This design comes from an exercise in tuning for small area on the open sky130 flow, not from production work.
Only simulation tests tie the RTL to the original design; equivalence was not proved.
No activity file was given, so power comes from the tool's default toggle rates.

===== design/flow/design.v =====
module cgate(
        input   clk,
        input   enable,
        output  func_en
        );
        assign func_en  = (enable)? 1'b1:1'b0;
endmodule
module ctrl(
        input                   clk,
        input                   rst,
        input                   in_en,
        input      [2:0]        fn_sel,
        input                   out_en,
        output reg              busy,
        output reg              valid,
        output reg [3:0]        cnt_cycle,   
        output reg [2:0]        cnt_data   
        );
        parameter WAIT = 2'b00, IN_CAL = 2'b01, OUT = 2'b10;
        reg [1:0] cstate, nstate;
        always@(posedge clk, posedge rst)begin
                if(rst)
                        cnt_cycle <= 4'b0;
                else if(cstate == IN_CAL)
                        cnt_cycle <= cnt_cycle + 1;
        end
        always@(posedge clk, posedge rst)begin
                if(rst)
                        cnt_data <= 3'b0;
                else if(cnt_cycle == 4'd15)
                        cnt_data <= cnt_data + 1;
        end
        always@(posedge clk, posedge rst)begin
                if(rst)
                        cstate <= WAIT;
                else
                        cstate <= nstate;
        end
        always@*begin
                case(cstate)
                        WAIT:begin
                                nstate = IN_CAL;
                        end
                        IN_CAL:begin
                                case(fn_sel)
                                        3'b001, 3'b010, 3'b011:begin
                                                if((cnt_cycle == 4'd15)&&(cnt_data == 3'd7))
                                                        nstate = OUT;
                                                else if(cnt_cycle == 4'd15)
                                                        nstate = WAIT;
                                                else
                                                        nstate = IN_CAL;
                                        end
                                        default:begin 
                                                if(cnt_cycle == 4'd15)
                                                        nstate = WAIT;
                                                else
                                                        nstate = IN_CAL;
                                        end
                                endcase
                        end
                        OUT:
                                nstate = IN_CAL;
                        default:
                                nstate = WAIT;
                endcase
        end
        always@*begin   
                case(cstate)
                        WAIT:begin
                                busy = 1'b0;
                                valid = (out_en  && (fn_sel != 3'b111) && (fn_sel != 3'b110));
                        end
                        IN_CAL:begin
                                busy = (cnt_cycle == 4'd15);
                                if((fn_sel == 3'b111) || (fn_sel == 3'b110))
                                        valid = (out_en && (cnt_cycle == 4'd1));
                                else
                                        valid = out_en;
                        end
                        OUT:begin
                                busy = 1'b0;
                                valid = 1'b1;
                        end
                        default:begin
                                busy = 1'b0;
                                valid = 1'b0;
                        end
                endcase
        end
endmodule
module mux_out(
        input           outf4_en,
        input           outf5_en,
        input           outf6_en,
        input           outf7_en,
        input   [2:0]   fn_sel,
        output reg      out_en
        );
        always@*begin
                case(fn_sel)
                        3'b100:out_en = outf4_en;
                        3'b101:out_en = outf5_en;
                        3'b110:out_en = outf6_en;
                        3'b111:out_en = outf7_en;
                        default:out_en = 1'b0;
                endcase
        end
endmodule
module f1(
        input                   clk,
        input                   rst,
        input                   f1_en,
        input                   valid,
        input [127:0]           data,
        input [3:0]             cnt_cycle,
        input [2:0]             cnt_data,
        output reg[127:0]       out_f1
        );
        reg [127:0]     buff;
        always@(posedge clk, posedge rst)begin
                if(rst)
                        buff <= 128'b0;
                else if(f1_en && (cnt_cycle == 4'd15) && (cnt_data != 3'd0) && (data > buff))
                        buff <= data;
                else if(f1_en && (cnt_cycle == 4'd0) &&(cnt_data == 3'd0))   
                        buff <= 128'b0;
        end
        always@*begin
                if(f1_en)begin
                        if(valid)
                                out_f1 = (buff > data)? buff:data;
                        else
                                out_f1 = 128'b0;
                end
                else
                        out_f1 = 128'b0;
        end
endmodule        
module f2(
        input                   clk,
        input                   rst,
        input                   f2_en,
        input                   valid,
        input [127:0]           data,
        input [3:0]             cnt_cycle,
        input [2:0]             cnt_data,
        output reg[127:0]       out_f2
        );
        reg [127:0]     buff;
        always@(posedge clk, posedge rst)begin
                if(rst)
                        buff <= 128'hFFFF_FFFF_FFFF_FFFF_FFFF_FFFF_FFFF_FFFF;
                else if(f2_en && (cnt_cycle == 4'd15) && (cnt_data != 3'd0) && (data < buff))
                        buff <= data;
                else if(f2_en && (cnt_cycle == 4'd0) && (cnt_data == 3'd0))   
                        buff <= 128'hFFFF_FFFF_FFFF_FFFF_FFFF_FFFF_FFFF_FFFF;
        end
        always@*begin
                if(f2_en)begin
                        if(valid)
                                out_f2 = (buff < data)? buff:data;
                        else
                                out_f2 = 128'b0;
                end
                else
                        out_f2 = 128'b0;
        end
endmodule        
module f3(
        input                   clk,
        input                   rst,
        input                   f3_en,
        input                   valid,
        input [127:0]           data,
        input [3:0]             cnt_cycle,
        input [2:0]             cnt_data,
        output reg[127:0]       out_f3
        );
        reg [130:0]     buff;
        always@(posedge clk, posedge rst)begin
                if(rst)
                        buff <= 131'b0;
                else if(f3_en && (cnt_cycle == 4'd15) && (cnt_data != 3'd0))
                        buff <= buff + data;
                else if(f3_en && (cnt_cycle == 4'd0) &&(cnt_data == 3'd0))   
                        buff <= 131'b0;
        end
        always@*begin
                if(f3_en)begin
                        if(valid)
                                out_f3 = ((buff+data) >> 3);
                        else
                                out_f3 = 128'b0;
                end
                else
                        out_f3 = 128'b0;
        end
endmodule
module f4(
        input                   f4_en,
        input [127:0]           data,
        input [3:0]             cnt_cycle,
        output reg              outf4_en,
        output reg[127:0]       out_f4
        );
        parameter LOW  = 128'h6FFF_FFFF_FFFF_FFFF_FFFF_FFFF_FFFF_FFFF;
        parameter HIGH = 128'hAFFF_FFFF_FFFF_FFFF_FFFF_FFFF_FFFF_FFFF;
        always@*begin
                if(f4_en)begin
                        if((cnt_cycle == 4'd1) && (data > LOW) && (data < HIGH))
                                outf4_en = 1'b1;
                        else
                                outf4_en = 1'b0;
                end
                else
                        outf4_en = 1'b0;
        end
        always@*begin
                if(outf4_en)
                        out_f4 = data;
                else
                        out_f4 = 128'b0;
        end
endmodule
module f5(
        input                   f5_en,
        input [127:0]           data,
        input [3:0]             cnt_cycle,
        output reg              outf5_en,
        output reg[127:0]       out_f5
        );
        parameter LOW  = 128'h7FFF_FFFF_FFFF_FFFF_FFFF_FFFF_FFFF_FFFF;
        parameter HIGH = 128'hBFFF_FFFF_FFFF_FFFF_FFFF_FFFF_FFFF_FFFF;
        always@*begin
                if(f5_en)begin
                        if((cnt_cycle == 4'd1) && (data[15:0] != 16'd0) && ((data < LOW) || (data > HIGH)))
                                outf5_en = 1'b1;
                        else
                                outf5_en = 1'b0;
                end
                else
                        outf5_en = 1'b0;
        end
        always@*begin
                if(outf5_en)
                        out_f5 = data;
                else
                        out_f5 = 128'b0;
        end
endmodule
module f6(
        input                   clk,
        input                   rst,
        input                   f6_en,
        input [127:0]           data,
        input [3:0]             cnt_cycle,
        input [2:0]             cnt_data,
        output reg              outf6_en,
        output reg[127:0]       out_f6
        );
        reg [127:0]             buff, buff_pmax;
        reg                     flag;
        always@(posedge clk, posedge rst)begin
                if(rst)
                        buff <= 128'b0;
                else if(f6_en && (cnt_cycle == 4'd1) && (cnt_data != 3'd0) && (data > buff))
                        buff <= data;
                else if(f6_en && (cnt_cycle == 4'd0) && (cnt_data == 3'd0))   
                        buff <= data;
        end
        always@(posedge clk, posedge rst)begin
                if(rst)begin
                        buff_pmax <= 128'b0;
                        flag <= 1'b0;
                end
                else if(f6_en &&   (buff > buff_pmax))begin
                        buff_pmax <= buff;
                        flag <= 1'b1;
                end
                else if(f6_en && cnt_data == 3'd1)
                        flag <= 1'b0;
        end
        always@*begin
                if(f6_en)begin
                        if(flag && (cnt_data == 3'b0))
                                outf6_en = 1'b1;
                        else
                                outf6_en = 1'b0;
                end
                else
                        outf6_en = 1'b0;
        end
        always@*begin
                if(outf6_en)
                        out_f6 = buff_pmax;
                else
                        out_f6 = 128'b0;
        end
endmodule
module f7(
        input                   clk,
        input                   rst,
        input                   f7_en,
        input [127:0]           data,
        input [3:0]             cnt_cycle,
        input [2:0]             cnt_data,
        output reg              outf7_en,
        output reg[127:0]       out_f7
        );
        reg [127:0]             buff, buff_pmin;
        reg                     flag;
        always@(posedge clk, posedge rst)begin
                if(rst)
                        buff <= 128'hFFFF_FFFF_FFFF_FFFF_FFFF_FFFF_FFFF_FFFF;
                else if(f7_en && (cnt_cycle == 4'd15) && (cnt_data != 3'd0) && (data < buff) && (data != 128'b0))
                        buff <= data;
                else if(f7_en && (cnt_cycle == 4'd0) && (cnt_data == 3'd0) && (data != 128'b0))   
                        buff <= data;
        end
        always@(posedge clk, posedge rst)begin
                if(rst)begin
                        buff_pmin <= 128'hFFFF_FFFF_FFFF_FFFF_FFFF_FFFF_FFFF_FFFF;
                        flag <= 1'b0;
                end
                else if(f7_en &&  (buff < buff_pmin))begin
                        buff_pmin <= buff;
                        flag <= 1'b1;
                end
                else if(f7_en && cnt_data == 3'd1)
                        flag <= 1'b0;
        end
        always@*begin
                if(f7_en)begin
                        if(flag && (cnt_data == 3'd0))
                                outf7_en = 1'b1;
                        else
                                outf7_en = 1'b0;
                end
                else
                        outf7_en = 1'b0;
        end
        always@*begin
                if(outf7_en)
                        out_f7 = (data<buff_pmin)? data:buff_pmin;     
                else
                        out_f7 = 128'b0;
        end
endmodule
module proc(
        input                   clk,
        input                   f1_en,
        input                   f2_en,
        input                   f3_en,
        input                   f4_en,
        input                   f5_en,
        input                   f6_en,
        input                   f7_en,
        input                   rst,
        input                   in_en,
        input                   valid,
        input [7:0]             iot_in,
        input [2:0]             fn_sel,
        input [3:0]             cnt_cycle,
        input [2:0]             cnt_data,
        output                  out_en,
        output reg[127:0]       iot_out
        );
        integer i;
        wire [127:0]    out_f1, out_f2, out_f3, out_f4, out_f5, out_f6, out_f7;
        wire            outf4_en, outf5_en, outf6_en, outf7_en;
        reg  [127:0]    mem;
        reg  [7:0]      buf_in[14:0];
        f1 max(.clk(clk),
               .rst(rst),
               .f1_en(f1_en),
               .data(mem),
               .valid(valid),
               .cnt_cycle(cnt_cycle),
               .cnt_data(cnt_data),
               .out_f1(out_f1)
               );
        f2 min(.clk(clk),
               .rst(rst),
               .f2_en(f2_en),
               .data(mem),
               .valid(valid),
               .cnt_cycle(cnt_cycle),
               .cnt_data(cnt_data),
               .out_f2(out_f2)
               );
        f3 avg(.clk(clk),
               .rst(rst),
               .f3_en(f3_en),
               .valid(valid),
               .data(mem),
               .cnt_cycle(cnt_cycle),
               .cnt_data(cnt_data),
               .out_f3(out_f3)
               );
       f4 ext(.f4_en(f4_en),
               .data(mem),
               .cnt_cycle(cnt_cycle),
               .outf4_en(outf4_en),
               .out_f4(out_f4)
               );
        f5 exc(.f5_en(f5_en),
               .data(mem),
               .cnt_cycle(cnt_cycle),
               .outf5_en(outf5_en),
               .out_f5(out_f5)
               );
        f6 p_max(.clk(clk),
                 .rst(rst),
                 .f6_en(f6_en),
                 .data(mem),
                 .cnt_cycle(cnt_cycle),
                 .cnt_data(cnt_data),
                 .outf6_en(outf6_en),
                 .out_f6(out_f6)
                 );
        f7 p_min(.clk(clk),
                 .rst(rst),
                 .f7_en(f7_en),
                 .data(mem),
                 .cnt_cycle(cnt_cycle),
                 .cnt_data(cnt_data),
                 .outf7_en(outf7_en),
                 .out_f7(out_f7)
                 );
       mux_out mux_out(.outf4_en(outf4_en),
                        .outf5_en(outf5_en),
                        .outf6_en(outf6_en),
                        .outf7_en(outf7_en),
                        .fn_sel(fn_sel),
                        .out_en(out_en)
                        );
        always@(posedge clk, posedge rst)begin
                if(rst)begin
                        mem <= 128'b0;
                        for(i = 0; i < 15; i = i + 1)
                                buf_in[i] <= 8'b0;
                end
                else if(cnt_cycle == 4'd15)
                        mem <= {buf_in[0],  buf_in[1],  buf_in[2],   buf_in[3], buf_in[4], buf_in[5],
                                buf_in[6],  buf_in[7],  buf_in[8],   buf_in[9], buf_in[10], buf_in[11],
                                buf_in[12], buf_in[13], buf_in[14],  iot_in};
                else if(in_en)begin
                        buf_in[cnt_cycle] <= iot_in;
                end
        end
        always@*begin
                case(fn_sel)
                        3'b001:iot_out = out_f1;
                        3'b010:iot_out = out_f2;
                        3'b011:iot_out = out_f3;
                        3'b100:iot_out = out_f4;
                        3'b101:iot_out = out_f5;
                        3'b110:iot_out = out_f6;
                        3'b111:iot_out = out_f7;
                        default: iot_out = 128'd0;
                endcase
        end
endmodule
module IOTDF( clk, rst, in_en, iot_in, fn_sel, busy, valid, iot_out);
        input          clk;
        input          rst;
        input          in_en;
        input  [7:0]   iot_in;
        input  [2:0]   fn_sel;
        output         busy;
        output         valid;
        output [127:0] iot_out;
        wire [3:0] cnt_cycle;
        wire [2:0] cnt_data;
        wire out_en;
        wire f1_en, f2_en, f3_en, f4_en, f5_en, f6_en, f7_en;
        ctrl ctrl0(.clk(clk),
                   .rst(rst),
                   .in_en(in_en),
                   .fn_sel(fn_sel),
                   .out_en(out_en),
                   .busy(busy),
                   .valid(valid),
                   .cnt_cycle(cnt_cycle),
                   .cnt_data(cnt_data)
                   );
        proc proc0(.clk(clk),
                   .f1_en(f1_en),
                   .f2_en(f2_en),
                   .f3_en(f3_en),
                   .f4_en(f4_en),
                   .f5_en(f5_en),
                   .f6_en(f6_en),
                   .f7_en(f7_en),
                   .rst(rst),
                   .valid(valid),
                   .in_en(in_en),
                   .iot_in(iot_in),
                   .fn_sel(fn_sel),
                   .cnt_cycle(cnt_cycle),
                   .cnt_data(cnt_data),
                   .out_en(out_en),
                   .iot_out(iot_out)
                   );
        cgate cg_f1(.clk(clk),
                    .enable(fn_sel == 3'b001),
                    .func_en(f1_en)
                    );
        cgate cg_f2(.clk(clk),
                    .enable(fn_sel == 3'b010),
                    .func_en(f2_en)
                    );
        cgate cg_f3(.clk(clk),
                    .enable(fn_sel == 3'b011),
                    .func_en(f3_en)
                    );
        cgate cg_f4(.clk(clk),
                    .enable(fn_sel == 3'b100),
                    .func_en(f4_en)
                    );
        cgate cg_f5(.clk(clk),
                    .enable(fn_sel == 3'b101),
                    .func_en(f5_en)
                    );
        cgate cg_f6(.clk(clk),
                    .enable(fn_sel == 3'b110),
                    .func_en(f6_en)
                    );
        cgate cg_f7(.clk(clk),
                    .enable(fn_sel == 3'b111),
                    .func_en(f7_en)
                    );
endmodule

===== design/flow/run.sh =====
#!/bin/bash
# synth_recipe.tcl (not shown) runs the flow's synth.tcl, then flattens the netlist and writes it again
# the make line also repeats each setting of config.mk as NAME=value (left out here)
make -C /OpenROAD-flow-scripts/flow DESIGN_CONFIG=/design/flow/config.mk WORK_HOME=/design/flow/orfs CLKGATE_MAP_FILE= SYNTH_SCRIPT=/design/flow/synth_recipe.tcl finish

===== design/flow/config.mk =====
export PLATFORM = sky130hd
export DESIGN_NAME = IOTDF
export DESIGN_NICKNAME = IOTDF
export VERILOG_FILES = /design/flow/design.v
export SDC_FILE = /design/flow/constraint.sdc
export NUM_CORES = 4
export LEC_CHECK = 0
export CAP_MARGIN = 20
export CORE_MARGIN = 2
export CORE_UTILIZATION = 40
export SLEW_MARGIN = 20

===== design/flow/constraint.sdc =====
create_clock -name core_clock -period 10.0 [get_ports {clk}]
set_input_delay 2.0000 -clock core_clock [delete_from_list [all_inputs] [get_ports {clk}]]
set_output_delay 2.0000 -clock core_clock [all_outputs]
set_load 0.01 [all_outputs]

==> flow_summary.json <==
{
  "switchingPower_mw": 7.29,
  "firstDrtPassIters": 9,
  "slowest_stage": "buf_4",
  "grt_setup_unrepaired": "no",
  "gp_congestion": 0.986,
  "nFillCells": 19735,
  "synth_seq_cells": 1158,
  "cts_buffer_depth": 3,
  "area_growth_pct": 11.7,
  "netlist_area_mm2": 0.0826,
  "yosys_warnings": 11,
  "fmax_ghz": 0.104,
  "path_cells": "ha_1 > a21o_1 > a21o_1 > a21oi_1 > o22ai_1 > a21o_1 > a31oi_1 > nand4_1 > a21oi_1 > o21ai_4 > nor2_1 > or2_4 > buf_4 > a21oi_1 > o21ai_0 > clkdlybuf4s50_1",
  "hold_path_class": "flop to flop",
  "worstSetupStartpointType": "flop",
  "clkTransAtPathRegs_ps": 60,
  "netlist.area_leader.share": 0.235,
  "p_clk_frac": 0.305,
  "yosys.cell_types.count": 105,
  "postCtsSetupBuffers": 0,
  "drive_above_1_share": 0.107,
  "period_minus_slack_ps": 9590,
  "cap_violations": 0,
  "final_area_mm2": 0.0922,
  "ant_nets": 0,
  "cts_root_buf": "clkbuf_16",
  "p_seq_frac": 0.343,
  "die_h_um": 458,
  "final_common_cell": "ha_1",
  "total_leakage_power_nw": 42.0,
  "ios": 144,
  "hold_buffers": 0,
  "drc_errors": 0,
  "vdd_ir_drop_max_mv": 0.234,
  "status": "no timing/DRC/antenna violations",
  "crit_buf_inv": 2,
  "power_mw": 19.1,
  "grt_first_pass_wirelength_um": 488000,
  "drv_slew": 0,
  "antenna_found_initial": 19,
  "nNetsFinal": 10159,
  "dr.first_iter.drc_count": 7952,
  "synth_flop_cell": "dfrtp_1",
  "grt_use_total": 0.309,
  "portBuffers": 143,
  "wl_um": 333000,
  "cp.required_ps": 8000,
  "hold_viol": 0,
  "die-area_mm2": 0.210,
  "cts_tree": "done",
  "yosys.area.top_type": "dfrtp_1",
  "switching_share": 0.382,
  "vias": 73831,
  "yosysSeqAreaShare": 0.357,
  "timing.final.crit_share": 0.959,
  "post_cts_resized": 0,
  "grt_max_degree": 185,
  "start_util": 0.403,
  "intPower_mw": 11.8,
  "slowest_delay_ps": 920,
  "worst_pin_slew_ps": 1210,
  "fin_util": 0.450,
  "clock_skew_ps": 32.9,
  "worst_ep_arrival_time_ps": 7590,
  "h-tree-depth": 4,
  "gr-total-overflow": 0,
  "dp_hpwl_um": 240000,
  "final_cell_mix": "1,029 x ha_1, 944 x o21ai_0, 840 x inv_1, 812 x nand2_1, 774 x dfrtp_1",
  "setup_violations": 0,
  "clk_latency_ps": 830,
  "die_w_um": 458,
  "synthArstFlopShare": 1.00,
  "postSynthCellCount": 9178,
  "crit_path_end_kind": "output port",
  "routedWlPerCell_um": 27.9,
  "place_area_mm2": 0.0870,
  "path_class": "flop to output port",
  "p_per_area_mw_per_mm2": 207,
  "synthTopCellsByArea": "dfrtp_1 23%, ha_1 16%, dfstp_2 12%",
  "cts_buffers": 146,
  "numClockSinks": 1158,
  "first_global_vias": 71923,
  "cpLargestDelayFamily": "compound AO/OA/AOI/OAI gates",
  "syn_nets": 10222,
  "avgSynthCellArea_um2": 8.99,
  "slew_headroom": 0.171,
  "viasPerCell": 6.19,
  "core_area_mm2": 0.205,
  "p_comb_frac": 0.351,
  "cp_max_fo": 59,
  "synth-edff-count": 0,
  "num_rows": 166
}
==> routing by layer <==
| metal | GRT usage | routed length, um |
|---|---|---|
| met5 | 0 | 25 |
| met4 | 0.169 | 20100 |
| met3 | 0.0556 | 25800 |
| met2 | 0.482 | 149000 |
| met1 | 0.407 | 138000 |
==> per-stage QoR <==
stage	hold slack [ps]	worst slack, ps	std cells	setup TNS, ps
CTS	463	542	11927	0
detailed placement	461	1200	11655	0
floorplan	444	-7670	9178	-7155990
global placement	454	1310	11655	0
global route	488	437	11932	0
finish	462	411	11936	0
==> cell families after synthesis <==
family,after synthesis,share of synthesized area
DFF,1158,0.357
adders and majority gates,1030,0.156
xor gates and xnor gates,126,0.0134
and+or+nand+nor,2111,0.121
AOI/OAI and AO/OA,2877,0.223
muxes,531,0.0662
buffers and inverters,1345,0.0629
==> power by group through the flow <==
| stage | clock (mW) | combinational [mW] | sequential (mW) |
|---|---|---|---|
| floorplan | 0 | 4.38 | 6.20 |
| global placement | 0 | 6.45 | 6.58 |
| detailed placement | 0 | 6.57 | 6.58 |
| CTS | 5.88 | 6.61 | 6.51 |
| global route | 6.05 | 7.35 | 6.61 |
| finish | 5.82 | 6.71 | 6.56 |
==> cell usage after synthesis (24+ instances only) <==
cell,number
xor2_1,41
or3_1,24
nor2b_1,111
o21ai_1,24
o221ai_1,49
dfstp_2,384
a22o_1,190
mux2i_1,408
nor3_1,73
a21oi_1,746
xnor2_1,85
nor4_1,64
nand2_1,813
a22oi_1,55
nand2b_1,86
dfrtp_1,774
o21bai_1,54
mux2_2,121
a221o_1,163
ha_1,1029
o22ai_1,72
nor2_1,442
buf_1,72
a222oi_1,60
o21ai_0,945
clkbuf_1,338
nand4_1,316
a21o_1,307
nand3_1,96
inv_1,841
buf_2,73
o21a_1,33
==> area by class of cell <==
cell class | instances | area, um^2 | area share
Sequential cell | 1158 | 29500 | 0.319
Multi-Input combinational cell | 6675 | 48200 | 0.522
Clock buffer | 219 | 4360 | 0.0473
Inverter | 846 | 3180 | 0.0345
Clock inverter | 53 | 843 | 0.00915
Tap cell | 2688 | 3360 | 0.0365
Antenna cell | 9 | 22.5 | 0.000244
Timing Repair Buffer | 288 | 2810 | 0.0305
==> worst min-delay path: cells and delay by family, from the launching register on <==
kind / cells / cell delay [ps]
compound gates: 1 / 60
simple gates: 1 / 50
flops: 1 / 340
==> final timing paths <==
path                                     start              endpoint  slack (ps)  cells after the start
hold reg to reg            proc0.buf_in[12][0]         proc0.mem[24]         460                      2
hold / removal             proc0.buf_in[12][0]         proc0.mem[24]         460                      2
min in group asynchronous                  rst         proc0.mem[65]        1560                      2
setup reg to reg                 proc0.mem[50]  proc0.p_min.buff[33]        2980                     14
setup / recovery                 proc0.mem[27]           iot_out[79]         410                     16
max in group asynchronous                  rst  proc0.p_max.buff[31]        6240                      4
==> registers in the layout, indices dropped and copies added, names as in the netlist, 3 cells and up <==
register	cells
ctrl0.cnt_cycle	4
ctrl0.cnt_data	3
proc0.avg.buff	131
proc0.buf_in	120
proc0.max.buff	128
proc0.mem	128
proc0.min.buff	128
proc0.p_max.buff	128
proc0.p_max.buff_pmax	128
proc0.p_min.buff	128
proc0.p_min.buff_pmin	128

port drivers added, routing unchanged:
In the flow no input, the clock included, has a driving cell. The finished layout below was timed again as built, in two steps.
Step 1 sets driving cells, clkbuf_16 on the clock port and buf_2 on the other inputs (assumed; they add their load-dependent delay and slew).
Step 2 times the ports against the registers' clock, not the clock port: input delays grow and output delays shrink by t, the midpoint of the rising clock arrivals with the driver on.
Three values: no drivers, after step 1, after step 2; two values: the first two.
t, ns: 0.907
slack for setup (ns): 0.411 / 0.318 / 0.925
worst setup path at the end: input to output
worst register clock-pin slew, ns: 0.06 / 0.06
worst slew at a driven data input, ns: 0.22
After both steps setup and hold are still met in this run. The setup slack of this run moves by -0.093 ns with the drivers and by +0.514 ns with both steps.
